Background: an optimization exercise with open tools, aiming at small area. Do not read the settings as production practice.
RTL that was checked went through simulation tests only; none was proved equivalent to the original.
For run 7, only the layout was checked, not whether the RTL still works.
No activity file was given, so power comes from the tool's default toggle rates.

--- flow/config.mk ---
export PLATFORM = sky130hd
export DESIGN_NAME = nco
export DESIGN_NICKNAME = nco
export VERILOG_FILES = /design/flow/design.v
export SDC_FILE = /design/flow/constraint.sdc
export NUM_CORES = 4
export LEC_CHECK = 0
export ABC_AREA = 1
export CAP_MARGIN = 20
export CORE_MARGIN = 2
export CORE_UTILIZATION = 65
export CTS_BUF_LIST = sky130_fd_sc_hd__clkbuf_4 sky130_fd_sc_hd__clkbuf_8
export CTS_CLUSTER_DIAMETER = 100
export CTS_CLUSTER_SIZE = 30
export SLEW_MARGIN = 20
--- flow/constraint.sdc ---
create_clock -name core_clock -period 6.0 [get_ports {clk}]
set_input_delay 1.2000 -clock core_clock [delete_from_list [all_inputs] [get_ports {clk}]]
set_output_delay 1.2000 -clock core_clock [all_outputs]
set_load 0.01 [all_outputs]
--- flow/design.v ---
module rca #(parameter W = 12) (
	input  [W-1:0] a,
	input  [W-1:0] b,
	input          ci,
	output [W-1:0] s
);
	wire [W:0] c;
	assign c[0] = ci;
	genvar i;
	generate
		for (i = 0; i < W; i = i + 1) begin : g
			assign s[i] = a[i] ^ b[i] ^ c[i];
			assign c[i+1] = (a[i] & b[i]) | (c[i] & (a[i] ^ b[i]));
		end
	endgenerate
endmodule
module b_ctrl(input clk, input En, output reg [2:0] s, output Vld);
	reg [3:0] f;
	wire s7 = &s;
	always @(posedge clk) begin
		if (!En) begin
			s <= 3'd6;
			f <= 4'd0;
		end else begin
			s <= s7 ? 3'd1 : s + 3'd1;
			if (s7 && !(f[3] & f[0])) f <= f + 4'd1;
		end
	end
	assign Vld = s7 & f[3] & f[0];
endmodule
module b_acc(input clk, input En, input p1, input [19:0] FCW, output reg [19:0] acc);
	reg c10;
	wire [19:0] b = FCW & {20{p1}};
	wire [9:0] lo;
	wire [9:0] hi;
	wire [10:0] cl;
	wire [10:0] ch;
	assign cl[0] = 1'b0;
	assign ch[0] = c10;
	genvar i;
	generate
		for (i = 0; i < 10; i = i + 1) begin : g
			assign lo[i] = acc[i] ^ b[i] ^ cl[i];
			assign cl[i+1] = (acc[i] & b[i]) | (cl[i] & (acc[i] ^ b[i]));
			assign hi[i] = acc[i+10] ^ b[i+10] ^ ch[i];
			assign ch[i+1] = (acc[i+10] & b[i+10]) | (ch[i] & (acc[i+10] ^ b[i+10]));
		end
	endgenerate
	always @(posedge clk) begin
		acc <= {hi, lo} & {20{En}};
		c10 <= cl[10];
	end
endmodule
module b_ang(input clk, input [2:0] s, input [10:0] A0, output sgn);
	reg signed [10:0] A;
	reg [8:0] at;
	wire p1 = &s;
	always @* begin
		case (s)
			3'd1: at = 9'd301;
			3'd2: at = 9'd159;
			3'd3: at = 9'd80;
			3'd4: at = 9'd40;
			3'd5: at = 9'd19;
			default: at = 9'd9;
		endcase
	end
	wire signed [10:0] Ab = p1 ? A0 : A;
	wire signed [10:0] Ac = p1 ? 11'sd511 : {2'b00, at};
	wire [10:0] An;
	rca #(11) u_a (.a(Ab), .b(Ac ^ {11{~Ab[10]}}), .ci(~Ab[10]), .s(An));
	always @(posedge clk) A <= An;
	assign sgn = A[10];
endmodule
module b_lane(input clk, input p1, input sgn, input [1:0] q, output dk, output [1:0] q7, output [1:0] q8);
	reg [55:0] L;
	always @(posedge clk) L <= {L[54:0], sgn};
	reg [1:0] Q [0:8];
	integer j;
	always @(posedge clk) if (p1) begin
		Q[0] <= q;
		for (j = 1; j < 9; j = j + 1) Q[j] <= Q[j-1];
	end
	assign dk = L[55];
	assign q7 = Q[7];
	assign q8 = Q[8];
endmodule
module b_shr(input [11:0] v, input [2:0] s, output [11:0] o, output st);
	wire [11:0] a = s[0] ? {v[11], v[11:1]} : v;
	wire [11:0] b = s[1] ? {{2{a[11]}}, a[11:2]} : a;
	assign o = s[2] ? {{4{b[11]}}, b[11:4]} : b;
	assign st = (s[0] & v[0]) | (s[1] & (a[1] | a[0])) | (s[2] & (|b[3:0]));
endmodule
module b_xy(input clk, input [2:0] s, input dk, input [1:0] q7, input IS, output [11:0] Xn, output [11:0] Yn);
	reg [11:0] X, Y;
	wire [11:0] Xs, Ys;
	wire stX, stY;
	b_shr u_sx(.v(X), .s(s), .o(Xs), .st(stX));
	b_shr u_sy(.v(Y), .s(s), .o(Ys), .st(stY));
	rca #(12) u_x (.a(X), .b(Ys ^ {12{~dk}}), .ci(~dk ^ (IS & stY)), .s(Xn));
	rca #(12) u_y (.a(Y), .b(Xs ^ {12{dk}}), .ci(dk ^ (IS & stX)), .s(Yn));
	wire nx = q7[0] ^ q7[1];
	wire ny = q7[1];
	wire [11:0] X1 = nx ? 12'hB26 : 12'h4DA;
	wire [11:0] Y1 = ny ? 12'hB26 : 12'h4DA;
	always @(posedge clk) begin
		if (&s) begin X <= X1; Y <= Y1; end
		else begin X <= Xn; Y <= Yn; end
	end
endmodule
module b_out(input clk, input p1, input [11:0] Xn, input [11:0] Yn, input selSign, input selXY, output [11:0] Dout);
	reg [11:0] Xo, Yo;
	always @(posedge clk) if (p1) begin
		Xo <= Xn ^ {selSign, 11'd0};
		Yo <= Yn ^ {selSign, 11'd0};
	end
	assign Dout = selXY ? Xo : Yo;
endmodule
module nco(
	input clk,
	input En,
	input [19:0] FCW,
	input selXY,
	input selSign,
	output Vld,
	output [11:0] Dout
);
	wire [2:0] s;
	wire p1 = &s;
	wire [19:0] acc;
	wire sgn, dk;
	wire [1:0] q7, q8;
	wire [11:0] Xn, Yn;
	b_ctrl u_ctrl(.clk(clk), .En(En), .s(s), .Vld(Vld));
	b_acc u_acc(.clk(clk), .En(En), .p1(p1), .FCW(FCW), .acc(acc));
	b_ang u_ang(.clk(clk), .s(s), .A0({acc[18], acc[17:8]}), .sgn(sgn));
	b_lane u_lane(.clk(clk), .p1(p1), .sgn(sgn), .q(acc[19:18]), .dk(dk), .q7(q7), .q8(q8));
	b_xy u_xy(.clk(clk), .s(s), .dk(dk), .q7(q7), .IS(q8[1] ^ q8[0]), .Xn(Xn), .Yn(Yn));
	b_out u_out(.clk(clk), .p1(p1), .Xn(Xn), .Yn(Yn), .selSign(selSign), .selXY(selXY), .Dout(Dout));
endmodule
--- flow/run.sh ---
#!/bin/bash
# synth_recipe.tcl (not shown) runs the flow's synth.tcl, then flattens the netlist and writes it again
# the make line also repeats each setting of config.mk as NAME=value (left out here)
make -C /OpenROAD-flow-scripts/flow DESIGN_CONFIG=/design/flow/config.mk WORK_HOME=/design/flow/orfs CLKGATE_MAP_FILE= SYNTH_SCRIPT=/design/flow/synth_recipe.tcl finish
==> impl_metrics.ini, run 1 <==
[run_status]
status = no timing/DRC/antenna violations

[cells_and_area]
drive_gt1_share_pct = 15.7
final_nets = 834
layout_common_cells = 133 x nand2_1, 117 x dfxtp_1, 95 x inv_1, 58 x o21ai_0, 42 x edfxtp_1
final_common_cell = nand2_1
area_delta_synth_final_pct = 17.5
antennaDiodeCount = 0

[critical_path]
crit_path_start_kind = register
regToRegSetupSlack_ns = 0.22
worstSetupEndpoint = u_out.Yo[11]
cp.required_ns = 6.23
end_kind = register
reg2reg_from = u_ctrl.s[0]
critPathKind = register to register
r2r_cells = 26
path_max_fanout = 11
r2r_end = u_out.Yo[11]
arrival_ns = 6.01
crit_path_start = u_ctrl.s[0]

[die]
rows = 37
die_w_um = 108
initial_core_util_pct = 67.5
ioPinCount = 37
die_area_mm2 = 0.0116
die_h_um = 108
core-area_mm2 = 0.0104

[drt]
dr.pass1.iters = 5
ant_nets = 0
drt_iter0_drc = 236
num_vias = 4712
vias_per_cell = 5.23
route.detailed.drc = 0
routedWlPerCell_um = 15.7
routed_wl_um = 14200

[cts]
cts_max_level = 4
clockBufferDepth = 2
root_buffer = clkbuf_8
worstSkewPairLatency_ns = 0.47
cts_buffers = 17
cts_sinks = 161
cts_tree = done
clkTransAtPathRegs_ns = 0.09

[power_and_ir_drop]
total_power_w = 0.00468
leakagePower_nw = 3.58
peakVddDrop_uv = 375
p_per_area_mw_per_mm2 = 569

[placed_design]
dp_slack_ns = -0.335
dp_hpwl_um = 10300
port_buffers = 36
gp_congestion = 0.898

[global_routing]
antenna_found_initial = 0
grt_pass1_wl_um = 23000
overflow = 0
grt_pass1_vias = 4809
grt_max_degree = 52
grt_usage_pct = 26.7

[synthesis]
synth_top_family_by_area = adder cells
ys_seq_elements = 161
synth_area_mm2 = 0.00700
ys_seq_area_share_pct = 52.1
synth_fa_ha_area_share_pct = 15.6
synthXorXnorAreaFrac_pct = 4.88
synthSimpleGateAreaFrac_pct = 11.4
yosys-mux-area-fraction_pct = 2.65
synth_cell_types = 28
yosysWarnings = 7
synth_compound_area_share_pct = 6.20
synthCells = 686
avgSynthCellArea_um2 = 10.2

[sta]
min_period_ns = 5.78
finalCritPeriodShare_pct = 96.4
worst_pin_slew_ns = 0.612
timing.final.ws_setup_ns = 0.218
finalClockSkew_ns = 0.0116
finalHoldViolations = 0
relSlewSlack_pct = 59.0
drv_slew = 0
timing.fmax_ghz = 0.173
rsz0062_at_grt = no
setup_violations = 0
setup-tns-final_ns = 0

[run]
drv_cap = 0

[worst_hold_path]
hold_depth = 0
min_path_type = register to register
==> flip-flops by register name, indices dropped and copies added, names as in the netlist <==
signal	flops
u_acc.acc	20
u_acc.c10	1
u_ang.A	11
u_ctrl.f	4
u_ctrl.s	3
u_lane.L	56
u_lane.Q	18
u_out.Xo	12
u_out.Yo	12
u_xy.X	12
u_xy.Y	12
==> cell usage after synthesis (all sizes together) <==
master / n / area (um2)
nand2: 134 / 503
dfxtp: 119 / 2380
inv: 101 / 379
o21ai: 70 / 350
fa: 49 / 981
edfxtp: 42 / 1260
xor2: 33 / 289
nand3: 32 / 160
nor2: 26 / 97.6
clkbuf: 14 / 53.8
buf: 13 / 65.1
mux2: 12 / 135
a21oi: 9 / 45.0
ha: 9 / 113
xnor2: 6 / 52.6
mux2i: 5 / 50.1
nand4: 3 / 18.8
or2: 3 / 18.8
a22oi: 2 / 15.0
a41oi: 1 / 8.76
clkinv: 1 / 3.75
o211ai: 1 / 7.51
o21a: 1 / 7.51
==> kinds of logic after synthesis <==
family,count (synthesis)
flip-flops,161
AND/OR/NAND/NOR,198
multiplexers,17
XOR/XNOR,39
AO/OA/AOI/OAI,84
adder cells (fa/ha/maj),58
buffers and inverters,129
==> stage by stage <==
stage | cell area, um2 | util, % | hold WS, ns | instances
floorplan | 7030 | - | 0.310 | 686
global placement | 7720 | 74.5 | 0.312 | 867
detailed placement | 7720 | 74.5 | 0.312 | 867
CTS | 8180 | 78.9 | 0.329 | 900
global route | 8220 | 79.3 | 0.331 | 901
finish | 8220 | 79.3 | 0.325 | 901
==> final cells by class <==
class | count | area, um2
clock buffers | 18 | 248
clock inverters | 14 | 153
fillers | 680 | 2150
inverters | 102 | 392
multi-input cells | 396 | 2950
flip-flops and latches | 161 | 3650
well taps | 136 | 170
repair buffers | 73 | 653
repair inverters | 1 | 7.51
==> power breakdown <==
part / switching, W / leakage, nW / total, W / internal [W]
registers: 0.000173 / 1.39 / 0.00183 / 0.00166
clock network: 0.000417 / 0.204 / 0.000805 / 0.000388
logic: 0.00115 / 1.99 / 0.00204 / 0.000889
==> repair_timing <==
action                                  CTS  global route
hold buffers                              0             0
resized for setup                        18            16
pin swaps                                 2            13
gates cloned                              1             0
endpoints found under the setup margin    8             7
endpoints found under the hold margin     0             0
buffers inserted                          0             1
==> critical path: stages (launching register included) <==
cell and delay, ns:
dfxtp_4 0.39, buf_8 0.15, nand2_1 0.10, nand3_1 0.11
nand2_1 0.08, nand2_1 0.05, o21ai_1 0.15, nand2_1 0.09
nand3_1 0.08, nand2_1 0.08, fa_2 0.35, fa_2 0.37
fa_2 0.36, fa_2 0.36, fa_2 0.37, fa_2 0.37
fa_2 0.38, fa_2 0.36, inv_2 0.06, fa_1 0.15
inv_1 0.05, fa_2 0.36, fa_2 0.39, xor2_2 0.19
inv_1 0.06, nand2_1 0.05, nand2_1 0.05
==> metal layers <==
layer  vias to the layer above  part of all wire, %  routed length, um  track usage [%]
li1                       2282                    -                  -                -
met2                       153                   51               7200             45.1
met4                         0                  1.5                206             9.52
met1                      2255                   41               5860             33.6
met5                         -                    0                  0                0
met3                        22                  6.3                890             6.60
==> worst min path at each step <==
| stage | from | slack (ns) | endpoint |
|---|---|---|---|
| floorplan | u_lane.L[9] | 0.31 | u_lane.L[10] |
| global placement | u_lane.L[42] | 0.31 | u_lane.L[43] |
| detailed placement | u_lane.L[11] | 0.31 | u_lane.L[12] |
| CTS | u_lane.L[23] | 0.33 | u_lane.L[24] |
| global route | u_lane.L[23] | 0.33 | u_lane.L[24] |
| finish | u_lane.L[7] | 0.32 | u_lane.L[8] |
==> run 2: changes to the inputs <==
--- a/flow/config.mk
+++ b/flow/config.mk
@@ -8,7 +8,7 @@
 export ABC_AREA = 1
 export CAP_MARGIN = 20
 export CORE_MARGIN = 2
-export CORE_UTILIZATION = 65
+export CORE_UTILIZATION = 40
 export CTS_BUF_LIST = sky130_fd_sc_hd__clkbuf_4 sky130_fd_sc_hd__clkbuf_8
 export CTS_CLUSTER_DIAMETER = 100
 export CTS_CLUSTER_SIZE = 30
==> run 2 against run 1 <==
Final cell count grew 10%; routed wire length shrank 3.8%; utilization shrank 30 points; hold slack gained 0.0019 ns; die area grew 60%; sequential share of layout area shrank 0.97 points; combinational power shrank 3%; critical path type unchanged; highest routed layer unchanged.
==> impl_metrics.ini, run 2 <==
[global_routing]
grt_max_degree = 41
grt_pass1_wl_um = 22700
grt_usage_pct = 16.1
antenna_found_initial = 0
grt_pass1_vias = 4731
overflow = 0

[synthesis]
synth_area_mm2 = 0.00700
synthSimpleGateAreaFrac_pct = 11.4
synthTopCellsByCount = 134 x nand2_1, 119 x dfxtp_1, 98 x inv_1
yosysWarnings = 7
synthXorXnorAreaFrac_pct = 4.88
avgSynthCellArea_um2 = 10.2
synth_top_family_by_area = adder cells
synth_compound_area_share_pct = 6.20
yosys-mux-area-fraction_pct = 2.65
ys_seq_area_share_pct = 52.1
synth_cell_types = 28
synth_edf_count = 42
synth_fa_ha_area_share_pct = 15.6
post_synth_main_area_contributors = dfxtp_1 34%, edfxtp_1 18%, fa_1 14%
post-synth-top-count-cell = nand2_1
netlist.area_leader.share_pct = 34.0
ys_seq_elements = 161
synthCells = 686
async_reset_ff_share_pct = 0
yosys.area.top_type = dfxtp_1
synth-main-ff-cell = dfxtp_1

[drt]
route.detailed.drc = 0
num_vias = 4537
drt_iter0_drc = 325
ant_nets = 0
vias_per_cell = 4.56
routedWlPerCell_um = 13.7
routed_wl_um = 13600
dr.pass1.iters = 6

[die]
ioPinCount = 37
initial_core_util_pct = 40.7
die_h_um = 136
die_area_mm2 = 0.0186
die_w_um = 136
rows = 48
core-area_mm2 = 0.0172

[critical_path]
r2r_end = u_out.Xo[11]
crit_path_start = u_ctrl.s[0]
critPathKind = register to register
regToRegSetupSlack_ns = 0.17
end_kind = register
crit_path_start_kind = register
worstSetupEndpoint = u_out.Xo[11]
slowest_delay_ns = 0.40
cpMostUsedCell = fa_2
slowest_stage = dfxtp_4
critical_path_buf_inv_count = 4
reg2reg_from = u_ctrl.s[0]
cp.required_ns = 6.21
path_max_fanout = 6
cp.depth = 26
r2r_cells = 26
path_delay_family = adder cells
arrival_ns = 6.03

[run_status]
status = no timing/DRC/antenna violations

[cells_and_area]
antennaDiodeCount = 0
drive_gt1_share_pct = 16.0
area_delta_synth_final_pct = 20.1
regMostFlops = u_lane.L
layout_common_cells = 134 x nand2_1, 117 x dfxtp_1, 97 x inv_1, 55 x o21ai_0, 42 x edfxtp_1
final_nets = 838
top_regs = u_lane.L x56, u_acc.acc x20, u_lane.Q x18
final_common_cell = nand2_1
instances_no_fill = 994
largest_register_ff_count = 56

[cts]
cts_tree = done
clkTransAtPathRegs_ns = 0.08
root_buffer = clkbuf_8
cts_sinks = 161
clockBufferDepth = 2
hold_buffers = 0
cts_max_level = 4
worstSkewPairLatency_ns = 0.46
cts_buffers = 17

[sta]
relSlewSlack_pct = 57.9
setup_violations = 0
timing.fmax_ghz = 0.172
drv_slew = 0
finalCritPeriodShare_pct = 97.1
min_period_ns = 5.83
finalHoldViolations = 0
whs_ns = 0.326
finalClockSkew_ns = 0.0179
worst_pin_slew_ns = 0.628

[power_and_ir_drop]
peakVddDrop_uv = 259
leakagePower_nw = 3.63
p_per_area_mw_per_mm2 = 548

[placed_design]
gp_congestion = 0.857
dp_cells = 957
port_buffers = 36
dp_hpwl_um = 9750

[run]
drv_cap = 0

[worst_hold_path]
min_path_type = register to register
min_from = u_lane.L[44]
## run 2: cell count changes in the layout (fill, tap and decap cells not counted), sizes merged
cell,change
buf,+3
clkinvlp,-2
clkbuf,+2
inv,-1
clkinv,+2
## run 2: per-stage QoR
step           worst slack (ns)  utilization, %  instance area (um2)  TNS (ns)  total power, W
3_5_place_dp             -0.411            45.7                 7840     -1.64         0.00375
4_1_cts                 0.00217            48.4                 8310         0         0.00462
3_3_place_gp             -0.364            45.7                 7840     -1.55         0.00369
6_report                  0.174            48.9                 8400         0         0.00461
2_1_floorplan          -0.00103               -                 7030  -0.00103         0.00311
5_1_grt                -0.00234            48.9                 8400  -0.00234         0.00505
## run 2: repair_timing
action                                  in CTS  in global routing
setup buffers                                2                  1
pin swaps                                    4                 15
resized for setup                           21                 19
gates cloned                                 1                  1
endpoints found under the setup margin       8                  7
## run 2: how the worst min path moves through the flow
| stage | end | slack [ns] | cells after the start |
|---|---|---|---|
| 6_report | u_lane.L[45] | 0.33 | 0 |
| 5_1_grt | u_lane.L[45] | 0.33 | 0 |
| 4_1_cts | u_lane.L[45] | 0.33 | 0 |
| 3_5_place_dp | u_lane.L[25] | 0.31 | 0 |
| 3_3_place_gp | u_lane.L[35] | 0.31 | 0 |
| 2_1_floorplan | u_lane.L[10] | 0.31 | 0 |
## run 2: logic make-up after synthesis
logic type	count (synthesis)
adders and majority gates	58
xor gates and xnor gates	39
AOI/OAI and AO/OA	84
DFF	161
and+or+nand+nor	198
buffers and inverters	129
muxes	17
## run 2: report_power, final
part	switching [W]	leakage [nW]	internal, W	total (W)
combinational	0.00110	2.03	0.000870	0.00197
clock	0.000413	0.210	0.000395	0.000808
sequential	0.000168	1.39	0.00166	0.00183
## run 2: final cells by class
class | count | area [um2]
clock buffers | 19 | 255
multi-input cells | 396 | 2960
clock inverters | 13 | 150
inverters | 102 | 392
fillers | 1617 | 8770
repair inverters | 1 | 7.51
flip-flops and latches | 161 | 3650
well taps | 225 | 282
repair buffers | 77 | 704
## run 2: metal layers
layer  part of all wire (%)  global-route usage, %  vias up  routed length, um
li1                       -                      -     2290                  -
met1                     47                   20.6     2137               6380
met2                     47                   26.3       88               6410
met3                    4.1                   3.91       22                556
met4                    2.1                   6.71        0                285
met5                      0                      0        -                  0
==> run 3: changes to the inputs <==
--- a/flow/config.mk
+++ b/flow/config.mk
@@ -9,7 +9,4 @@
 export CAP_MARGIN = 20
 export CORE_MARGIN = 2
 export CORE_UTILIZATION = 40
-export CTS_BUF_LIST = sky130_fd_sc_hd__clkbuf_4 sky130_fd_sc_hd__clkbuf_8
-export CTS_CLUSTER_DIAMETER = 100
-export CTS_CLUSTER_SIZE = 30
 export SLEW_MARGIN = 20
==> run 3 against run 2 <==
Combinational power is essentially flat; hold slack worse by 0.0040 ns; non-clock buffer count unchanged; clock power increased by 31%; utilization grew 1.0 points; cell area increased by 2.1%; critical endpoint unchanged; largest cell class unchanged; largest power group unchanged; highest routed layer unchanged.
==> impl_metrics.ini, run 3 <==
[power_and_ir_drop]
power_frac_seq_pct = 37.5
leakagePower_nw = 3.71
total_power_w = 0.00487
pwr-share-comb_pct = 40.6
switchingPower_w = 0.00172
p_per_area_mw_per_mm2 = 567
p_int_w = 0.00315
switching_share_pct = 35.4
p_clk_share_pct = 21.9
peakVddDrop_uv = 274

[drt]
num_vias = 4600
dr.pass1.iters = 5
drt_iter0_drc = 314
routed_wl_um = 13700
route.detailed.drc = 0
ant_nets = 0
routedWlPerCell_um = 13.8
vias_per_cell = 4.63

[cts]
cts_sinks = 161
clockBufferDepth = 2
cts_tree = done
cts_buffers = 17
root_buffer = clkbuf_16
worstSkewPairLatency_ns = 0.42
clkTransAtPathRegs_ns = 0.07
cts_max_level = 4
hold_buffers = 0

[cells_and_area]
largest_register_ff_count = 56
layout_common_cells = 134 x nand2_1, 117 x dfxtp_1, 97 x inv_1, 55 x o21ai_0, 42 x edfxtp_1
regMostFlops = u_lane.L
antennaDiodeCount = 0
area_delta_synth_final_pct = 22.7
top_regs = u_lane.L x56, u_acc.acc x20, u_lane.Q x18
final_nets = 838
final_common_cell = nand2_1
drive_gt1_share_pct = 15.9

[global_routing]
overflow = 0
grt_pass1_wl_um = 22700
grt_usage_pct = 16.1
grt_pass1_vias = 4739
grt_max_degree = 41
antenna_found_initial = 0

[sta]
setup-tns-final_ns = 0
finalClockSkew_ns = 0.0106
drv_slew = 0
finalCritPeriodShare_pct = 96.7
timing.fmax_ghz = 0.172
timing.final.ws_setup_ns = 0.197
worst_pin_slew_ns = 0.629
finalHoldViolations = 0
setup_violations = 0
relSlewSlack_pct = 57.8
min_period_ns = 5.80
rsz0062_at_grt = no

[synthesis]
ys_seq_elements = 161
netlist.area_leader.share_pct = 34.0
synth_edf_count = 42
yosysWarnings = 7
synthCells = 686
synth_cell_types = 28
async_reset_ff_share_pct = 0
synth_area_mm2 = 0.00700
post_synth_main_area_contributors = dfxtp_1 34%, edfxtp_1 18%, fa_1 14%
avgSynthCellArea_um2 = 10.2
synthTopCellsByCount = 134 x nand2_1, 119 x dfxtp_1, 98 x inv_1
yosys.area.top_type = dfxtp_1
synth-main-ff-cell = dfxtp_1
post-synth-top-count-cell = nand2_1
ys_seq_area_share_pct = 52.1

[die]
core-area_mm2 = 0.0172
rows = 48
die_w_um = 136
ioPinCount = 37
initial_core_util_pct = 40.7
die_area_mm2 = 0.0186
die_h_um = 136

[placed_design]
dp_slack_ns = -0.411
dp_hpwl_um = 9750
port_buffers = 36
gp_congestion = 0.857

[critical_path]
critPathKind = register to register
r2r_cells = 26
r2r_end = u_out.Xo[11]
reg2reg_from = u_ctrl.s[0]
crit_path_start = u_ctrl.s[0]
cp.required_ns = 6.17
regToRegSetupSlack_ns = 0.20
arrival_ns = 5.98
path_max_fanout = 6
crit_path_start_kind = register
worstSetupEndpoint = u_out.Xo[11]
end_kind = register

[run_status]
status = no timing/DRC/antenna violations

[run]
drv_cap = 0

[worst_hold_path]
min_path_type = register to register
hold_depth = 0
==> run 3: changes by cell type in the layout (fill, tap and decap cells not counted) <==
| cell | change |
|---|---|
| buf_4 | -1 |
| bufinv_16 | -1 |
| clkbuf_4 | -1 |
| clkbuf_1 | +1 |
| clkbuf_8 | -17 |
| buf_2 | +1 |
| clkbuf_16 | +18 |
==> run 3: repair_timing <==
item / 4_1_cts / 5_1_grt
endpoints found under the setup margin: 8 / 7
gates cloned: 1 / 1
pin swaps: 4 / 16
gates resized for setup: 22 / 18
endpoints found under the hold margin: 0 / 0
buffers inserted: 2 / 1
==> run 3: cell families (layout without fill, tap and decap cells) <==
kind of cell / after synthesis / count (layout) / synth area share (%)
fa+ha+maj: 58 / 58 / 15.6
compound gates: 84 / 84 / 6.20
simple gates: 198 / 198 / 11.4
buf+inv: 129 / 212 / 7.17
flops: 161 / 161 / 52.1
mux: 17 / 17 / 2.65
xor+xnor: 39 / 39 / 4.88
==> run 3: worst max-delay path: stages, from the launching register on <==
cell,delay [ns]
dfxtp_4,0.39
buf_8,0.14
nand2_1,0.08
nand3_1,0.11
nand2_1,0.10
nand2_1,0.05
o21ai_1,0.11
nand2_1,0.11
nand3_1,0.08
nand2_1,0.09
fa_2,0.35
fa_2,0.35
fa_2,0.38
fa_2,0.36
fa_2,0.37
fa_2,0.36
fa_2,0.35
fa_1,0.39
inv_1,0.08
fa_1,0.17
inv_1,0.05
fa_2,0.35
fa_2,0.39
xnor2_2,0.17
inv_1,0.06
nand2_1,0.05
nand2_1,0.05
==> run 3: metrics by stage <==
step           hold slack [ns]  instances  utilization, %  cell area [um2]
2_1_floorplan            0.310        686               -             7030
3_3_place_gp             0.313        957            45.7             7840
3_5_place_dp             0.312        957            45.7             7840
4_1_cts                  0.320        992            49.5             8500
5_1_grt                  0.326        994            50.0             8580
6_report                 0.322        994            50.0             8580
==> run 3: worst min path at each step <==
stage,startpoint,end,slack [ns]
after floorplan,u_lane.L[9],u_lane.L[10],0.31
after global placement,u_lane.L[34],u_lane.L[35],0.31
after detailed placement,u_lane.L[24],u_lane.L[25],0.31
after CTS,u_lane.L[24],u_lane.L[25],0.32
after global routing,u_lane.L[44],u_lane.L[45],0.33
final,u_lane.L[24],u_lane.L[25],0.32
==> run 3: power groups by stage <==
| stage | Sequential, W | Clock, W | Combinational (W) |
|---|---|---|---|
| after CTS | 0.00183 | 0.00109 | 0.00197 |
| after global placement | 0.00183 | 0 | 0.00186 |
| after floorplan | 0.00178 | 0 | 0.00134 |
| after global routing | 0.00187 | 0.00114 | 0.00230 |
| after detailed placement | 0.00184 | 0 | 0.00191 |
| final | 0.00183 | 0.00106 | 0.00198 |
==> run 3: layer usage <==
layer	global-route usage, %	part of all wire [%]	up-vias
li1	-	-	2294
met1	20.6	46	2160
met2	26.4	47	124
met3	4.14	4.7	22
met4	5.96	2.3	0
met5	0	0	-
==> run 3: final cells by class <==
cell class                      instances  area, um2
Fill cell                            1584       8590
Sequential cell                       161       3650
Multi-Input combinational cell        396       2960
Timing Repair Buffer                   77        702
Clock buffer                           20        468
Inverter                              102        392
Tap cell                              225        282
Clock inverter                         12        120
Timing Repair inverter                  1       7.51
==> run 4: changes to the inputs <==
==> flow/flow/run.sh (new file) <==
#!/bin/bash
# Standard ORFS layout with smaller port buffers and a clock tree without dummy loads.
set -euo pipefail
bash standard.sh \
  BUFFER_PORTS_ARGS="-buffer_cell sky130_fd_sc_hd__buf_1" \
  CTS_ARGS="-sink_clustering_enable -repair_clock_nets -dont_use_dummy_load -buf_list sky130_fd_sc_hd__clkbuf_8 -sink_clustering_size 25 -sink_clustering_max_diameter 60" \
  finish > make.log 2>&1
==> flow/standard.sh (new file) <==
#!/bin/bash
# synth_recipe.tcl (not shown) runs the flow's synth.tcl, then flattens the netlist and writes it again
# the make line also repeats each setting of config.mk as NAME=value (left out here)
make -C /OpenROAD-flow-scripts/flow DESIGN_CONFIG=/design/flow/config.mk WORK_HOME=/design/flow/orfs CLKGATE_MAP_FILE= SYNTH_SCRIPT=/design/flow/synth_recipe.tcl "${@:-finish}"
--- a/flow/config.mk
+++ b/flow/config.mk
@@ -8,5 +8,6 @@
 export ABC_AREA = 1
 export CAP_MARGIN = 20
 export CORE_MARGIN = 2
-export CORE_UTILIZATION = 40
+export CORE_UTILIZATION = 65
+export GPL_TIMING_DRIVEN = 0
 export SLEW_MARGIN = 20
removed: flow/run.sh
==> run 4 against run 3 <==
Flip-flop and latch count did not move; combinational power rose by 3%; utilization grew 25 points; largest cell class unchanged; cell area is 9.2% lower; power decreased by 9.2%; count of clock-buffer cells in the layout shrank 3; still clean on timing, DRC and antenna; clock power down 46%; die area decreased by 37%; routed wire length up 13%.
==> impl_metrics.ini, run 4 <==
[synthesis]
synth_edf_count = 42
ys_seq_area_share_pct = 52.1
avgSynthCellArea_um2 = 10.2
synth-main-ff-cell = dfxtp_1
yosysWarnings = 7
async_reset_ff_share_pct = 0
post_synth_main_area_contributors = dfxtp_1 34%, edfxtp_1 18%, fa_1 14%
synthCells = 686
yosys.area.top_type = dfxtp_1
post-synth-top-count-cell = nand2_1
synth_cell_types = 28
synth_area_mm2 = 0.00700
netlist.area_leader.share_pct = 34.0
synthTopCellsByCount = 134 x nand2_1, 119 x dfxtp_1, 98 x inv_1
ys_seq_elements = 161

[cts]
root_buffer = clkbuf_8
hold_buffers = 0
clkTransAtPathRegs_ns = 0.08
clockBufferDepth = 2
cts_tree = done
cts_sinks = 161
cts_buffers = 17
worstSkewPairLatency_ns = 0.45
cts_max_level = 4

[cells_and_area]
nFillCells = 720
top_regs = u_lane.L x56, u_acc.acc x20, u_lane.Q x18
antennaDiodeCount = 0
drive_gt1_share_pct = 12.6
final_util_pct = 75.2
area_delta_synth_final_pct = 11.4
regMostFlops = u_lane.L
final_common_cell = nand2_1
final_nets = 828
instances_no_fill = 880
largest_register_ff_count = 56
layout_common_cells = 134 x nand2_1, 117 x dfxtp_1, 96 x inv_1, 58 x o21ai_0, 42 x edfxtp_1

[power_and_ir_drop]
peakVddDrop_uv = 314
switchingPower_w = 0.00169
switching_share_pct = 38.2
p_per_area_mw_per_mm2 = 567
p_clk_share_pct = 12.9
leakagePower_nw = 3.38
power_frac_seq_pct = 41.2
p_int_w = 0.00273
pwr-share-comb_pct = 46.0
total_power_w = 0.00442

[drt]
ant_nets = 0
routed_wl_um = 15500
route.detailed.drc = 0
routedWlPerCell_um = 17.6
vias_per_cell = 5.38
dr.pass1.iters = 8
num_vias = 4731
drt_iter0_drc = 316

[global_routing]
grt_usage_pct = 29.3
antenna_found_initial = 0
overflow = 0
grt_pass1_vias = 5008
grt_max_degree = 22
grt_pass1_wl_um = 24700

[die]
rows = 37
die_h_um = 108
die_area_mm2 = 0.0116
initial_core_util_pct = 67.5
die_w_um = 108
ioPinCount = 37
core-area_mm2 = 0.0104

[placed_design]
gp_congestion = 0.976
dp_cells = 857
dp_hpwl_um = 11200
dp_slack_ns = -1.25
port_buffers = 35

[sta]
rsz0062_at_grt = yes
finalHoldViolations = 0
finalCritPeriodShare_pct = 98.4
relSlewSlack_pct = 53.6
drv_slew = 0
setup_violations = 0
timing.fmax_ghz = 0.169
worst_pin_slew_ns = 0.697
finalClockSkew_ns = 0.0267
timing.final.ws_setup_ns = 0.0982
min_period_ns = 5.90

[critical_path]
cpMostUsedCell = fa_2
path_delay_family = adder cells
crit_path_start = u_ctrl.s[0]
slowest_delay_ns = 0.41
reg2reg_from = u_ctrl.s[0]
slowest_stage = dfxtp_4
critical_path_buf_inv_count = 5
path_max_fanout = 11
critPathKind = register to register
cp.required_ns = 6.22
crit_path_start_kind = register
end_kind = register
arrival_ns = 6.12

[worst_hold_path]
min_from = u_lane.L[51]
min_path_type = register to register

[run]
drv_cap = 0

[run_status]
status = no timing/DRC/antenna violations
## run 4: stage by stage
step | hold slack (ns) | setup TNS (ns) | cell area [um2]
global route | 0.322 | -0.191 | 7800
global placement | 0.315 | -8.47 | 7330
detailed placement | 0.312 | -9.86 | 7330
floorplan | 0.310 | -0.00103 | 7030
finish | 0.315 | 0 | 7800
CTS | 0.318 | 0 | 7720
## run 4: final timing paths
| path | cells past startpoint | slack (ns) | end |
|---|---|---|---|
| setup / recovery | 27 | 0.1 | u_out.Xo[11] |
| hold / removal | 0 | 0.32 | u_lane.L[52] |
| setup reg to reg | 27 | 0.1 | u_out.Xo[11] |
| hold reg to reg | 0 | 0.32 | u_lane.L[52] |
## run 4: timing repair
action / CTS / global route
pin swaps: 7 / 11
buffers inserted: 3 / 3
endpoints found under the hold margin: 0 / 0
endpoints found under the setup margin: 22 / 9
gates resized for setup: 43 / 20
## run 4: power by group through the flow
stage	clock (W)	combinational, W	sequential [W]
2_1_floorplan	0	0.00134	0.00178
3_3_place_gp	0	0.00179	0.00182
3_5_place_dp	0	0.00190	0.00184
4_1_cts	0.000584	0.00199	0.00182
5_1_grt	0.000628	0.00228	0.00186
6_report	0.000569	0.00203	0.00182
## run 4: logic make-up (layout without fill, tap and decap cells)
group,after synthesis,in the layout,synth area share [%]
buffers and inverters,129,187,7.17
xor gates and xnor gates,39,39,4.88
adders and majority gates,58,58,15.6
DFF,161,161,52.1
and+or+nand+nor,198,198,11.4
muxes,17,17,2.65
AOI/OAI and AO/OA,84,84,6.20
## run 4: layer usage
metal | track usage (%) | share of wire, % | routed length, um | up-vias
li1 | - | - | - | 2251
met5 | 0 | 0 | 0 | -
met1 | 35.5 | 41 | 6390 | 2305
met2 | 49.5 | 51 | 7820 | 145
met4 | 12.5 | 2.6 | 395 | 0
met3 | 7.93 | 5.6 | 859 | 30
## run 4: cell type report
class	count	area, um2	share of cell area, %
Clock buffer	17	234	3.00
Sequential cell	161	3650	46.8
Inverter	102	388	4.98
Tap cell	136	170	2.18
Multi-Input combinational cell	396	2970	38.0
Buffer	27	188	2.41
Timing Repair Buffer	41	200	2.57
==> run 5: changes to the inputs <==
==> flow/flow/run.sh (replaced) <==
#!/bin/bash
# Standard ORFS layout with smaller port buffers and a clock tree without dummy loads.
set -euo pipefail
bash standard.sh \
  BUFFER_PORTS_ARGS="-buffer_cell sky130_fd_sc_hd__buf_1" \
  CTS_ARGS="-sink_clustering_enable -repair_clock_nets -dont_use_dummy_load -buf_list sky130_fd_sc_hd__clkbuf_8" \
  finish > make.log 2>&1
==> run 5 against run 4 <==
Clock skew unchanged; count of clock-buffer cells in the layout unchanged; critical path depth unchanged; first-iteration DRC count unchanged; synthesized cell count unchanged; clock power about the same; non-clock buffer count unchanged; global-route usage unchanged; cell area unchanged; flip-flop and latch count unchanged; critical path type unchanged; highest routed layer unchanged.
==> impl_metrics.ini, run 5 <==
[cells_and_area]
layout_common_cells = 134 x nand2_1, 117 x dfxtp_1, 96 x inv_1, 58 x o21ai_0, 42 x edfxtp_1
final_util_pct = 75.2
regMostFlops = u_lane.L
drive_gt1_share_pct = 12.6
largest_register_ff_count = 56
final_common_cell = nand2_1
final_cell_area_mm2 = 0.00780
antennaDiodeCount = 0
final_nets = 828
area_delta_synth_final_pct = 11.4
top_regs = u_lane.L x56, u_acc.acc x20, u_lane.Q x18

[run]
drv_cap = 0

[critical_path]
path_delay_family = adder cells
crit_path_start_kind = register
cp.required_ns = 6.22
end_kind = register
cp.depth = 27
r2r_cells = 27
cpMostUsedCell = fa_2
slowest_stage = dfxtp_4
critical_path_buf_inv_count = 5
critPathKind = register to register
path_max_fanout = 11
arrival_ns = 6.12
slowest_delay_ns = 0.41

[global_routing]
grt_max_degree = 22
antenna_found_initial = 0
grt_pass1_vias = 5008
grt_usage_pct = 29.3
grt_pass1_wl_um = 24700
overflow = 0

[die]
rows = 37
die_area_mm2 = 0.0116
initial_core_util_pct = 67.5
die_w_um = 108
ioPinCount = 37
core-area_mm2 = 0.0104
die_h_um = 108

[cts]
clockBufferDepth = 2
clkTransAtPathRegs_ns = 0.08
cts_buffers = 17
root_buffer = clkbuf_8
worstSkewPairLatency_ns = 0.45
cts_tree = done
cts_max_level = 4
cts_sinks = 161

[drt]
dr_wl_met2_um = 7820
routed-wl-met3_um = 859
met1_length_um = 6390
dr.pass1.iters = 8
top_layer = met4
vias_per_cell = 5.38
routed_wl_um = 15500
drt_iter0_drc = 316
routedWlPerCell_um = 17.6
ant_nets = 0
route.detailed.drc = 0
num_vias = 4731

[power_and_ir_drop]
p_per_area_mw_per_mm2 = 567
peakVddDrop_uv = 314
leakagePower_nw = 3.38

[run_status]
status = no timing/DRC/antenna violations

[placed_design]
dp_hpwl_um = 11200
gp_congestion = 0.976
port_buffers = 35
placedInstanceArea_mm2 = 0.00733

[synthesis]
yosysWarnings = 7
ys_seq_area_share_pct = 52.1
post-synth-top-count-cell = nand2_1
netlist.area_leader.share_pct = 34.0
avgSynthCellArea_um2 = 10.2
synth_cell_types = 28
synth-main-ff-cell = dfxtp_1
synthTopCellsByCount = 134 x nand2_1, 119 x dfxtp_1, 98 x inv_1
async_reset_ff_share_pct = 0
ys_seq_elements = 161
synth_area_mm2 = 0.00700
yosys.area.top_type = dfxtp_1
synthCells = 686
synth_edf_count = 42
post_synth_main_area_contributors = dfxtp_1 34%, edfxtp_1 18%, fa_1 14%

[sta]
drv_slew = 0
whs_ns = 0.315
min_period_ns = 5.90
finalClockSkew_ns = 0.0267
worst_pin_slew_ns = 0.697
relSlewSlack_pct = 53.6
setup_violations = 0
timing.fmax_ghz = 0.169
rsz0062_at_grt = yes
finalHoldViolations = 0
finalCritPeriodShare_pct = 98.4

[worst_hold_path]
hold_depth = 0
min_path_type = register to register
run 5: cell counts in the layout (fill, tap and decap cells not counted):
No cell type changed its count.
run 5: through the flow:
step                      power (W)  setup TNS, ns  worst slack (ns)  instances
after CTS                   0.00440              0            0.0158        877
final                       0.00442              0            0.0982        880
after global routing        0.00477         -0.191            -0.102        880
after detailed placement    0.00373          -9.86             -1.25        857
after global placement      0.00360          -8.47             -1.10        857
after floorplan             0.00311       -0.00103          -0.00103        686
run 5: cell type report:
| class | instances | area, um2 |
|---|---|---|
| inverter | 102 | 388 |
| multi-input combinational | 396 | 2970 |
| buffer | 27 | 188 |
| sequential | 161 | 3650 |
| fill | 720 | 2570 |
| tap | 136 | 170 |
| clock buffer | 17 | 234 |
| timing repair buffer | 41 | 200 |
run 5: kinds of logic (layout without fill, tap and decap cells):
| logic type | count (synthesis) | after routing | synth area share (%) |
|---|---|---|---|
| and+or+nand+nor | 198 | 198 | 11.4 |
| DFF | 161 | 161 | 52.1 |
| buffers and inverters | 129 | 187 | 7.17 |
| AOI/OAI and AO/OA | 84 | 84 | 6.20 |
| adders and majority gates | 58 | 58 | 15.6 |
| xor gates and xnor gates | 39 | 39 | 4.88 |
| muxes | 17 | 17 | 2.65 |
run 5: worst register-to-register path, stage by stage (launching register included):
cell and delay [ns]:
dfxtp_4 0.41, inv_6 0.07, buf_12 0.15, nand2_1 0.08
nand3_1 0.10, nand2_1 0.09, nand2_1 0.05, o21ai_1 0.15
nand2_1 0.10, nand3_1 0.08, nand2_1 0.08, fa_2 0.36
fa_2 0.38, fa_2 0.35, fa_2 0.35, fa_2 0.36
fa_2 0.38, fa_2 0.38, fa_2 0.37, inv_1 0.09
fa_1 0.17, inv_1 0.06, fa_2 0.36, fa_2 0.39
xnor2_2 0.17, inv_1 0.06, nand2_1 0.05, nand2_1 0.04
run 5: per-layer routing:
layer / GRT usage (%) / vias up
met1: 35.5 / 2305
met2: 49.5 / 145
met5: 0 / -
li1: - / 2251
met4: 12.5 / 0
met3: 7.93 / 30
run 5: worst paths after layout:
check	start	to	slack (ns)
setup reg to reg	u_ctrl.s[0]	u_out.Xo[11]	0.1
setup / recovery	u_ctrl.s[0]	u_out.Xo[11]	0.1
hold / removal	u_lane.L[51]	u_lane.L[52]	0.32
hold reg to reg	u_lane.L[51]	u_lane.L[52]	0.32
run 5: report_power, final:
group	total (W)	switching, W	leakage (nW)	internal (W)
clock network	0.000569	0.000319	0.122	0.000249
registers	0.00182	0.000160	1.39	0.00166
logic	0.00203	0.00121	1.86	0.000822
total	0.00442	0.00169	3.38	0.00273
run 5: repair_timing:
action | 4_1_cts | 5_1_grt
hold buffers | 0 | 0
gates resized for setup | 43 | 20
buffers inserted | 3 | 3
pin swaps | 7 | 11
setup endpoints to repair | 22 | 9
==> run 6: changes to the inputs <==
--- a/flow/design.v
+++ b/flow/design.v
@@ -28,8 +28,10 @@
 	end
 	assign Vld = s7 & f[3] & f[0];
 endmodule
-module b_acc(input clk, input En, input p1, input [19:0] FCW, output reg [19:0] acc);
+module b_acc(input clk, input En, input p1, input [19:0] FCW, output [19:0] acc);
+	reg [19:0] nacc;
 	reg c10;
+	assign acc = ~nacc;
 	wire [19:0] b = FCW & {20{p1}};
 	wire [9:0] lo;
 	wire [9:0] hi;
@@ -47,7 +49,7 @@
 		end
 	endgenerate
 	always @(posedge clk) begin
-		acc <= {hi, lo} & {20{En}};
+		nacc <= ~({hi, lo} & {20{En}});
 		c10 <= cl[10];
 	end
 endmodule
==> run 6 against run 5 <==
Cell area about the same; area after synthesis shrank 0.27%; hold slack better by 0.011 ns; sequential power is essentially flat; routed wire length decreased by 6.4%; combinational power is 4% lower; non-clock buffer count increased by 2; critical endpoint is now u_out.Yo[11]; highest routed layer unchanged.
==> impl_metrics.ini, run 6 <==
[global_routing]
grt_pass1_vias = 4870
grt_max_degree = 22
grt_pass1_wl_um = 23100
overflow = 0
antenna_found_initial = 0
grt_usage_pct = 27.2

[worst_hold_path]
min_from = u_lane.L[31]
hold_depth = 0
min_path_type = register to register

[synthesis]
synth_edf_count = 42
async_reset_ff_share_pct = 0
netlist.area_leader.share_pct = 34.1
post-synth-top-count-cell = nand2_1
synth-main-ff-cell = dfxtp_1
ys_seq_elements = 161
synthCells = 683
ys_seq_area_share_pct = 52.2
yosys.area.top_type = dfxtp_1
post_synth_main_area_contributors = dfxtp_1 34%, edfxtp_1 18%, fa_1 14%
synth_area_mm2 = 0.00698
avgSynthCellArea_um2 = 10.2
yosysWarnings = 7
synthTopCellsByCount = 148 x nand2_1, 119 x dfxtp_1, 98 x inv_1
synth_cell_types = 28

[critical_path]
critPathKind = register to register
path_max_fanout = 10
arrival_ns = 6.04
end_kind = register
critical_path_buf_inv_count = 4
slowest_delay_ns = 0.43
cpMostUsedCell = fa_2
crit_chain = buf_6 -> nand2_1 -> o21ai_1 -> nand2_1 -> nand3_1 -> o21ai_0 -> xor2_1 -> fa_2 -> fa_2 -> fa_2 -> fa_2 -> fa_2 -> fa_2 -> fa_2 -> fa_2 -> inv_1 -> fa_1 -> inv_1 -> fa_2 -> fa_2 -> xor2_2 -> inv_1 -> nand2_1 -> nand2_1
crit_path_start = u_ctrl.s[0]
cp.required_ns = 6.20
crit_path_start_kind = register
r2r_cells = 24
path_delay_family = adder cells
reg2reg_from = u_ctrl.s[0]
cp.depth = 24
slowest_stage = fa_2

[cells_and_area]
area_delta_synth_final_pct = 11.8
nFillCells = 709
layout_common_cells = 147 x nand2_1, 117 x dfxtp_1, 95 x inv_1, 51 x o21ai_0, 42 x edfxtp_1
regMostFlops = u_lane.L
top_regs = u_lane.L x56, u_acc.nacc x20, u_lane.Q x18
antennaDiodeCount = 0
drive_gt1_share_pct = 13.3
final_common_cell = nand2_1
largest_register_ff_count = 56
final_nets = 827

[placed_design]
gp_congestion = 0.919
port_buffers = 36
dp_slack_ns = -0.771
dp_hpwl_um = 10300

[die]
die_area_mm2 = 0.0116
rows = 37
initial_core_util_pct = 67.3
die_h_um = 108
die_w_um = 108
ioPinCount = 37
core-area_mm2 = 0.0104

[run_status]
status = no timing/DRC/antenna violations

[drt]
route.detailed.drc = 0
num_vias = 4626
dr.pass1.iters = 5
routedWlPerCell_um = 16.5
vias_per_cell = 5.26
dr_wl_met2_um = 7280
top_layer = met4
met1_length_um = 6130
routed-wl-met3_um = 721
routed_wl_um = 14500
ant_nets = 0
drt_iter0_drc = 206

[cts]
root_buffer = clkbuf_8
cts_max_level = 4
worstSkewPairLatency_ns = 0.45
hold_buffers = 0
clockBufferDepth = 2
cts_buffers = 17
clkTransAtPathRegs_ns = 0.07
cts_sinks = 161
cts_tree = done

[run]
drv_cap = 0

[sta]
finalCritPeriodShare_pct = 97.2
finalHoldViolations = 0
setup-tns-final_ns = 0
setup_violations = 0
drv_slew = 0
rsz0062_at_grt = yes
timing.final.ws_setup_ns = 0.165
worst_pin_slew_ns = 0.683
finalClockSkew_ns = 0.0263
timing.fmax_ghz = 0.171
relSlewSlack_pct = 54.5
whs_ns = 0.327
min_period_ns = 5.83

[power_and_ir_drop]
peakVddDrop_uv = 356
leakagePower_nw = 3.64
p_per_area_mw_per_mm2 = 556
[run 6: changes by cell type after synthesis, moves of 2 or more]
cell	previous run	this run
mux2i_1	5	2
nand2_1	134	148
nand3_1	32	34
o21ai_1	7	18
inv_2	3	1
o21ai_0	63	54
buf_1	4	1
or2_2	3	6
nor2_1	26	8
buf_2	7	10
xnor2_1	6	4
[run 6: cell type report]
cell class | count | area (um2) | area share, %
plain buffers | 27 | 196 | 2.52
clock buffers | 17 | 234 | 3.00
inverters | 100 | 385 | 4.94
flip-flops and latches | 161 | 3650 | 46.8
multi-input cells | 395 | 2950 | 37.8
repair buffers | 43 | 211 | 2.71
well taps | 136 | 170 | 2.18
[run 6: timing repair]
action | CTS | global route
buffers inserted | 7 | 0
pin swaps | 5 | 17
resized for setup | 48 | 22
setup endpoints to repair | 17 | 10
[run 6: path summary, 6_finish.rpt]
path / to / slack (ns)
worst min register to register: u_lane.L[32] / 0.33
worst min-delay path: u_lane.L[32] / 0.33
worst max register to register: u_out.Yo[11] / 0.17
worst max-delay path: u_out.Yo[11] / 0.17
[run 6: metrics by stage]
stage                     std cells  total power, W  util (%)  instance area [um2]
after floorplan                 683         0.00304         -                 7000
after CTS                       879         0.00428      74.7                 7740
final                           879         0.00434      75.2                 7800
after global placement          855         0.00349      70.4                 7300
after global routing            879         0.00469      75.2                 7800
after detailed placement        855         0.00359      70.4                 7300
[run 6: power breakdown]
| part | internal (W) | switching (W) | total [W] |
|---|---|---|---|
| Combinational | 0.000807 | 0.00114 | 0.00195 |
| Sequential | 0.00165 | 0.000169 | 0.00182 |
| Clock | 0.000250 | 0.000321 | 0.000571 |
| Total | 0.00271 | 0.00163 | 0.00434 |
[run 6: cell families (layout without fill, tap and decap cells)]
logic type	after synthesis	in the layout	share of synthesized area, %
simple gates	200	200	11.7
flops	161	161	52.2
buf+inv	127	187	7.17
compound gates	86	86	6.35
fa+ha+maj	58	58	15.7
xor+xnor	37	37	4.64
mux	14	14	2.22
[run 6: layer usage]
layer  vias up  track usage, %
met3        26            6.96
met2       115            47.3
met5         -               0
met1      2233            33.0
li1       2252               -
met4         0            8.97
==> run 7: changes to the inputs <==
--- a/flow/design.v
+++ b/flow/design.v
@@ -112,11 +112,13 @@
 endmodule
 module b_out(input clk, input p1, input [11:0] Xn, input [11:0] Yn, input selSign, input selXY, output [11:0] Dout);
 	reg [11:0] Xo, Yo;
+	reg SSo;
 	always @(posedge clk) if (p1) begin
-		Xo <= Xn ^ {selSign, 11'd0};
-		Yo <= Yn ^ {selSign, 11'd0};
+		Xo <= Xn;
+		Yo <= Yn;
+		SSo <= selSign;
 	end
-	assign Dout = selXY ? Xo : Yo;
+	assign Dout = (selXY ? Xo : Yo) ^ {SSo, 11'd0};
 endmodule
 module nco(
 	input clk,
==> run 7 against run 6 <==
Still clean; routed wire length is 1.6% lower; flip-flop and latch count rose by 1; setup slack lost 0.0070 ns; cell area is 0.82% lower; clock power increased by 2%; clock skew down 0.0076 ns; synthesized cell count down 0.88%; count of clock-buffer cells in the layout unchanged; power decreased by 2.3%; non-clock buffer count decreased by 4; first-iteration DRC count is 71% higher; largest power group is now registers.
==> impl_metrics.ini, run 7 <==
[sta]
finalCritPeriodShare_pct = 97.4
setup-tns-final_ns = 0
finalClockSkew_ns = 0.0187
drv_slew = 0
whs_ns = 0.322
finalHoldViolations = 0
setup_violations = 0
timing.final.ws_setup_ns = 0.158
timing.fmax_ghz = 0.171
min_period_ns = 5.84
worst_pin_slew_ns = 0.719
relSlewSlack_pct = 52.1

[power_and_ir_drop]
pwr-share-comb_pct = 42.8
p_int_w = 0.00266
p_clk_share_pct = 13.8
p_per_area_mw_per_mm2 = 547
switchingPower_w = 0.00158
peakVddDrop_uv = 314
leakagePower_nw = 3.61
power_frac_seq_pct = 43.4
switching_share_pct = 37.2

[cts]
cts_sinks = 162
hold_buffers = 0
cts_max_level = 4
cts_tree = done
clockBufferDepth = 2
worstSkewPairLatency_ns = 0.46
cts_buffers = 17
clkTransAtPathRegs_ns = 0.08
root_buffer = clkbuf_8

[cells_and_area]
final_common_cell = nand2_1
final_nets = 817
layout_common_cells = 139 x nand2_1, 117 x dfxtp_1, 96 x inv_1, 43 x edfxtp_1, 42 x o21ai_0
regMostFlops = u_lane.L
top_regs = u_lane.L x56, u_acc.nacc x20, u_lane.Q x18
drive_gt1_share_pct = 12.1
antennaDiodeCount = 0
nFillCells = 736
instances_no_fill = 869
largest_register_ff_count = 56
final_util_pct = 74.6
area_delta_synth_final_pct = 10.6

[critical_path]
regToRegSetupSlack_ns = 0.16
critical_path_buf_inv_count = 4
cpMostUsedCell = fa_2
slowest_delay_ns = 0.43
path_delay_family = adder cells
end_kind = register
cp.required_ns = 6.22
crit_path_start = u_ctrl.s[0]
r2r_end = u_out.Xo[11]
r2r_cells = 20
critPathKind = register to register
slowest_stage = fa_2
path_max_fanout = 10
arrival_ns = 6.06
worstSetupEndpoint = u_out.Xo[11]
cp.depth = 20
reg2reg_from = u_ctrl.s[0]
crit_path_start_kind = register
crit_chain = buf_4 -> o21ai_1 -> o21ai_1 -> o21ai_1 -> xor2_1 -> fa_2 -> fa_2 -> fa_2 -> fa_2 -> fa_2 -> fa_2 -> fa_2 -> fa_1 -> inv_1 -> fa_1 -> inv_1 -> fa_1 -> fa_2 -> xnor2_2 -> inv_1

[synthesis]
post_synth_main_area_contributors = dfxtp_1 34%, edfxtp_1 18%, fa_1 14%
synth_compound_area_share_pct = 6.26
avgSynthCellArea_um2 = 10.3
yosys.area.top_type = dfxtp_1
synth_top_family_by_area = adder cells
ys_seq_area_share_pct = 52.5
synth-main-ff-cell = dfxtp_1
synthXorXnorAreaFrac_pct = 4.89
synthTopCellsByCount = 141 x nand2_1, 119 x dfxtp_1, 96 x inv_1
synthSimpleGateAreaFrac_pct = 11.3
synth_fa_ha_area_share_pct = 15.6
synthCells = 677
netlist.area_leader.share_pct = 34.1
yosys-mux-area-fraction_pct = 2.20
synth_area_mm2 = 0.00699
yosysWarnings = 7
post-synth-top-count-cell = nand2_1
ys_seq_elements = 162
async_reset_ff_share_pct = 0
synth_cell_types = 28
synth_edf_count = 43

[run_status]
status = no timing/DRC/antenna violations

[placed_design]
dp_slack_ns = -0.624
dp_cells = 849
dp_hpwl_um = 10400
gp_congestion = 0.921
port_buffers = 36

[worst_hold_path]
min_path_type = register to register

[drt]
vias_per_cell = 5.36
routedWlPerCell_um = 16.4
route.detailed.drc = 0
ant_nets = 0
drt_iter0_drc = 353
dr.pass1.iters = 8
routed_wl_um = 14200
num_vias = 4658

[global_routing]
antenna_found_initial = 0
overflow = 0
grt_max_degree = 23
grt_usage_pct = 27.3
grt_pass1_wl_um = 23100
grt_pass1_vias = 4820

[die]
die_w_um = 108
die_area_mm2 = 0.0116
ioPinCount = 37
core-area_mm2 = 0.0104
die_h_um = 108
rows = 37
initial_core_util_pct = 67.4

[run]
drv_cap = 0
## run 7: cell types whose count changed after synthesis, sizes merged, moves of 2 or more
| cell | before | now |
|---|---|---|
| buf | 13 | 15 |
| xnor2 | 4 | 7 |
| nand2 | 148 | 141 |
| clkbuf | 14 | 12 |
## run 7: how the worst min path moves through the flow
stage	from	to	slack, ns	cells after the start
2_1_floorplan	u_lane.L[9]	u_lane.L[10]	0.31	0
3_3_place_gp	u_lane.L[21]	u_lane.L[22]	0.31	0
3_5_place_dp	u_lane.L[47]	u_lane.L[48]	0.31	0
4_1_cts	u_lane.L[2]	u_lane.L[3]	0.32	0
5_1_grt	u_lane.L[33]	u_lane.L[34]	0.33	0
6_report	u_lane.L[2]	u_lane.L[3]	0.32	0
## run 7: metrics by stage
step | power, W | cell area [um2]
2_1_floorplan | 0.00303 | 7000
3_3_place_gp | 0.00344 | 7310
3_5_place_dp | 0.00356 | 7310
4_1_cts | 0.00422 | 7700
5_1_grt | 0.00460 | 7740
6_report | 0.00424 | 7740
## run 7: final cells by class
| type | instances | area (um2) | share of cell area, % |
|---|---|---|---|
| Multi-Input combinational cell | 389 | 2920 | 37.7 |
| Timing Repair Buffer | 39 | 181 | 2.35 |
| Sequential cell | 162 | 3680 | 47.6 |
| Buffer | 27 | 171 | 2.22 |
| Inverter | 99 | 379 | 4.90 |
| Tap cell | 136 | 170 | 2.20 |
| Clock buffer | 17 | 234 | 3.02 |
## run 7: repair_timing
item | CTS | global route
gates cloned | 0 | 0
setup buffers | 3 | 0
resized for setup | 39 | 12
pin swaps | 3 | 10
setup endpoints to repair | 17 | 9
## run 7: power groups by stage
stage          combinational, W  clock (W)  sequential, W
2_1_floorplan           0.00125          0        0.00178
3_3_place_gp            0.00160          0        0.00183
3_5_place_dp            0.00171          0        0.00185
4_1_cts                 0.00178   0.000596        0.00184
5_1_grt                 0.00210   0.000634        0.00187
6_report                0.00181   0.000583        0.00184
## run 7: routing by layer
layer	up-vias	share of wire [%]	GRT usage (%)	wire, um
met5	-	0	0	0
met4	0	1.6	9.43	221
met3	29	7.7	7.02	1100
met2	179	51	47.2	7260
met1	2220	40	33.3	5670
li1	2230	-	-	-
## run 7: kinds of logic after synthesis
| kind of cell | Yosys count |
|---|---|
| buffers and inverters | 126 |
| AO/OA/AOI/OAI | 85 |
| flip-flops | 162 |
| AND/OR/NAND/NOR | 193 |
| multiplexers | 14 |
| XOR/XNOR | 39 |
| adder cells (fa/ha/maj) | 58 |
==> run 8: changes to the inputs <==
--- a/flow/design.v
+++ b/flow/design.v
@@ -111,14 +111,12 @@
 	end
 endmodule
 module b_out(input clk, input p1, input [11:0] Xn, input [11:0] Yn, input selSign, input selXY, output [11:0] Dout);
-	reg [11:0] Xo, Yo;
-	reg SSo;
+	reg [11:0] NXo, NYo;
 	always @(posedge clk) if (p1) begin
-		Xo <= Xn;
-		Yo <= Yn;
-		SSo <= selSign;
+		NXo <= ~(Xn ^ {selSign, 11'd0});
+		NYo <= ~(Yn ^ {selSign, 11'd0});
 	end
-	assign Dout = (selXY ? Xo : Yo) ^ {SSo, 11'd0};
+	assign Dout = ~(selXY ? NXo : NYo);
 endmodule
 module nco(
 	input clk,
--- a/flow/flow/run.sh
+++ b/flow/flow/run.sh
@@ -4,4 +4,5 @@
 bash standard.sh \
   BUFFER_PORTS_ARGS="-buffer_cell sky130_fd_sc_hd__buf_1" \
   CTS_ARGS="-sink_clustering_enable -repair_clock_nets -dont_use_dummy_load -buf_list sky130_fd_sc_hd__clkbuf_8" \
+  REMOVE_ABC_BUFFERS=1 \
   finish > make.log 2>&1
==> run 8 against run 7 <==
First-iteration DRC count down 41%; critical path depth grew 2; area after synthesis grew 0.47%; synthesized cell count decreased by 1.8%; flip-flop and latch count fell by 1; hold slack worse by 0.0077 ns; setup slack improved by 0.036 ns; routed wire length down 12%; largest cell class unchanged; largest power group unchanged; highest routed layer unchanged.
==> impl_metrics.ini, run 8 <==
[cts]
root_buffer = clkbuf_8
hold_buffers = 0
cts_buffers = 17
cts_max_level = 4
worstSkewPairLatency_ns = 0.46
cts_tree = done
cts_sinks = 161
clkTransAtPathRegs_ns = 0.08
clockBufferDepth = 2

[critical_path]
reg2reg_from = u_ctrl.s[0]
r2r_cells = 22
regToRegSetupSlack_ns = 0.19
r2r_end = u_out.NXo[11]
cp.required_ns = 6.19
end_kind = register
arrival_ns = 6.00
path_max_fanout = 4
crit_path_start_kind = register
crit_path_start = u_ctrl.s[0]
critPathKind = register to register

[synthesis]
ys_seq_elements = 161
synth_edf_count = 42
synth-main-ff-cell = dfxtp_1
post-synth-top-count-cell = nand2_1
avgSynthCellArea_um2 = 10.6
yosysWarnings = 7
synthTopCellsByCount = 142 x nand2_1, 119 x dfxtp_1, 75 x inv_1
post_synth_main_area_contributors = dfxtp_1 34%, edfxtp_1 18%, fa_1 14%
async_reset_ff_share_pct = 0
synth_area_mm2 = 0.00702
ys_seq_area_share_pct = 51.9
yosys.area.top_type = dfxtp_1
synthCells = 665
synth_cell_types = 35
netlist.area_leader.share_pct = 33.9

[cells_and_area]
instances_no_fill = 845
antennaDiodeCount = 0
final_nets = 793
top_regs = u_lane.L x56, u_acc.nacc x20, u_lane.Q x18
largest_register_ff_count = 56
final_common_cell = nand2_1
area_delta_synth_final_pct = 9.35
layout_common_cells = 141 x nand2_1, 115 x dfxtp_1, 74 x inv_1, 42 x edfxtp_1, 36 x buf_1
drive_gt1_share_pct = 13.3
final_cell_area_mm2 = 0.00768
regMostFlops = u_lane.L
seqCellArea_mm2 = 0.00366
multi_input_comb_area_mm2 = 0.00299
nFillCells = 755

[run_status]
status = no timing/DRC/antenna violations

[power_and_ir_drop]
power_frac_seq_pct = 46.3
leakagePower_nw = 3.51
switchingPower_w = 0.00148
switching_share_pct = 37.0
p_int_w = 0.00252
p_clk_share_pct = 14.3
peakVddDrop_uv = 315
pwr-share-comb_pct = 39.4
p_per_area_mw_per_mm2 = 521

[drt]
drt_iter0_drc = 209
dr.pass1.iters = 5
vias_per_cell = 5.25
routedWlPerCell_um = 14.8
num_vias = 4440
ant_nets = 0
routed_wl_um = 12500
route.detailed.drc = 0

[worst_hold_path]
holdPathEnd = u_lane.L[16]
min_path_type = register to register
hold_depth = 0
min_from = u_lane.L[15]

[global_routing]
grt_pass1_vias = 4455
antenna_found_initial = 0
grt_max_degree = 63
grt_pass1_wl_um = 20500
grt_usage_pct = 23.5
overflow = 0

[die]
core-area_mm2 = 0.0104
rows = 37
die_h_um = 108
die_w_um = 108
die_area_mm2 = 0.0117
initial_core_util_pct = 67.4
ioPinCount = 37

[placed_design]
dp_hpwl_um = 8250
dp_cells = 811
port_buffers = 36
placedInstanceArea_mm2 = 0.00721
gp_congestion = 0.818

[sta]
relSlewSlack_pct = 31.1
min_period_ns = 5.81
finalCritPeriodShare_pct = 96.8
rsz0062_at_grt = no
timing.fmax_ghz = 0.172
setup_violations = 0
finalHoldViolations = 0
worst_pin_slew_ns = 1.03
drv_slew = 0
finalClockSkew_ns = 0.0246
setup-tns-final_ns = 0

[run]
drv_cap = 0
## run 8: repair_timing
item	in CTS	in global routing
resized for setup	31	9
endpoints found under the setup margin	21	11
cloned	1	0
buffers inserted	7	9
pin swaps	0	17
## run 8: power by group through the flow
stage,Clock [W],Combinational (W),Sequential (W)
6_report,0.000574,0.00158,0.00185
5_1_grt,0.000632,0.00184,0.00190
4_1_cts,0.000584,0.00157,0.00185
3_5_place_dp,0,0.00149,0.00188
3_3_place_gp,0,0.00140,0.00187
2_1_floorplan,0,0.00113,0.00180
## run 8: final cells by class
cell class / count / share of cell area, %
flip-flops and latches: 161 / 47.6
multi-input cells: 398 / 38.9
inverters: 79 / 4.37
repair buffers: 53 / 3.78
clock buffers: 17 / 3.05
well taps: 136 / 2.22
repair inverters: 1 / 0.0652
## run 8: metal layers
metal | vias up | wire length, um | global-route usage [%] | part of all wire (%)
met5 | - | 0 | 0 | 0
met4 | 0 | 319 | 9.62 | 2.5
met3 | 22 | 565 | 6.69 | 4.5
met2 | 94 | 6240 | 39.3 | 50
met1 | 2134 | 5400 | 28.9 | 43
li1 | 2190 | - | - | -
## run 8: worst max-delay path by stage
stage | to | slack (ns) | cells past startpoint
2_1_floorplan | u_ang.A[9] | -1.98 | 18
5_1_grt | u_ang.A[9] | 0.003 | 21
3_3_place_gp | u_ang.A[9] | -3.83 | 18
6_report | u_out.NXo[11] | 0.19 | 22
4_1_cts | u_out.NXo[11] | 0.02 | 22
3_5_place_dp | u_out.NXo[11] | -1.57 | 22
## run 8: kinds of logic after synthesis
logic type	synth area share [%]
AO/OA/AOI/OAI	6.72
XOR/XNOR	5.22
adder cells (fa/ha/maj)	15.6
buffers and inverters	6.66
flip-flops	51.9
multiplexers	1.71
AND/OR/NAND/NOR	12.3
## run 8: through the flow
step | setup WS, ns | power [W] | utilization (%) | hold WS [ns]
2_1_floorplan | -1.98 | 0.00293 | - | 0.310
3_3_place_gp | -3.83 | 0.00327 | 68.8 | 0.313
3_5_place_dp | -1.57 | 0.00336 | 69.2 | 0.312
4_1_cts | 0.0153 | 0.00401 | 72.8 | 0.314
5_1_grt | 0.00286 | 0.00437 | 73.7 | 0.326
6_report | 0.194 | 0.00400 | 73.7 | 0.314
## run 8: critical path: stages (launching register included)
cell	delay, ns
dfxtp_4	0.38
buf_4	0.16
nand2_1	0.09
nand3_2	0.10
nand2_1	0.08
nand2_1	0.06
o21ai_1	0.13
nand2_1	0.08
nand3_1	0.08
nand2_1	0.08
fa_2	0.36
fa_2	0.35
fa_2	0.35
fa_2	0.37
fa_2	0.36
fa_2	0.40
fa_2	0.37
fa_2	0.35
fa_2	0.35
fa_2	0.35
fa_2	0.36
xor2_2	0.19
xor2_1	0.15

## static timing again, ports no longer ideal
No port has a modelled driver above. Below, the same layouts with a new extraction and two added sets of constraints.
Step 1: set_driving_cell puts a clkbuf_16 on clk and a buf_2 on each other input, an assumption about the parent block.
Step 2 moves the port delays by t, midway between the first and last clock arrival at a register: inputs arrive t later, outputs are due t later. That takes back most of the time a late clock gives input paths.
Slacks: ideal ports / drivers / drivers and shift; pairs: ideal ports / drivers.
run	t (ns)	setup slack, ns	hold slack, ns	latest minus earliest clock arrival (ns)	cell pins on the clock port's net
run 1	0.493	0.218 / 0.218 / 0.159	0.325 / 0.325 / 0.325	0.013 / 0.013	1
run 2	0.485	0.174 / 0.174 / 0.174	0.326 / 0.326 / 0.326	0.018 / 0.018	1
run 3	0.458	0.197 / 0.197 / 0.197	0.322 / 0.322 / 0.322	0.011 / 0.011	1
run 4	0.475	0.098 / 0.098 / 0.098	0.315 / 0.315 / 0.315	0.027 / 0.027	1
run 5	0.475	0.098 / 0.098 / 0.098	0.315 / 0.315 / 0.315	0.027 / 0.027	1
run 6	0.471	0.165 / 0.165 / 0.165	0.327 / 0.327 / 0.327	0.034 / 0.034	1
run 7	0.483	0.158 / 0.158 / 0.158	0.322 / 0.322 / 0.322	0.025 / 0.026	1
run 8	0.481	0.194 / 0.194 / 0.194	0.314 / 0.314 / 0.314	0.027 / 0.027	1
After both steps every run listed still meets setup and hold. The setup slack of run 1, which loses most, moves by 0.000 ns with the drivers and by -0.059 ns with both steps.
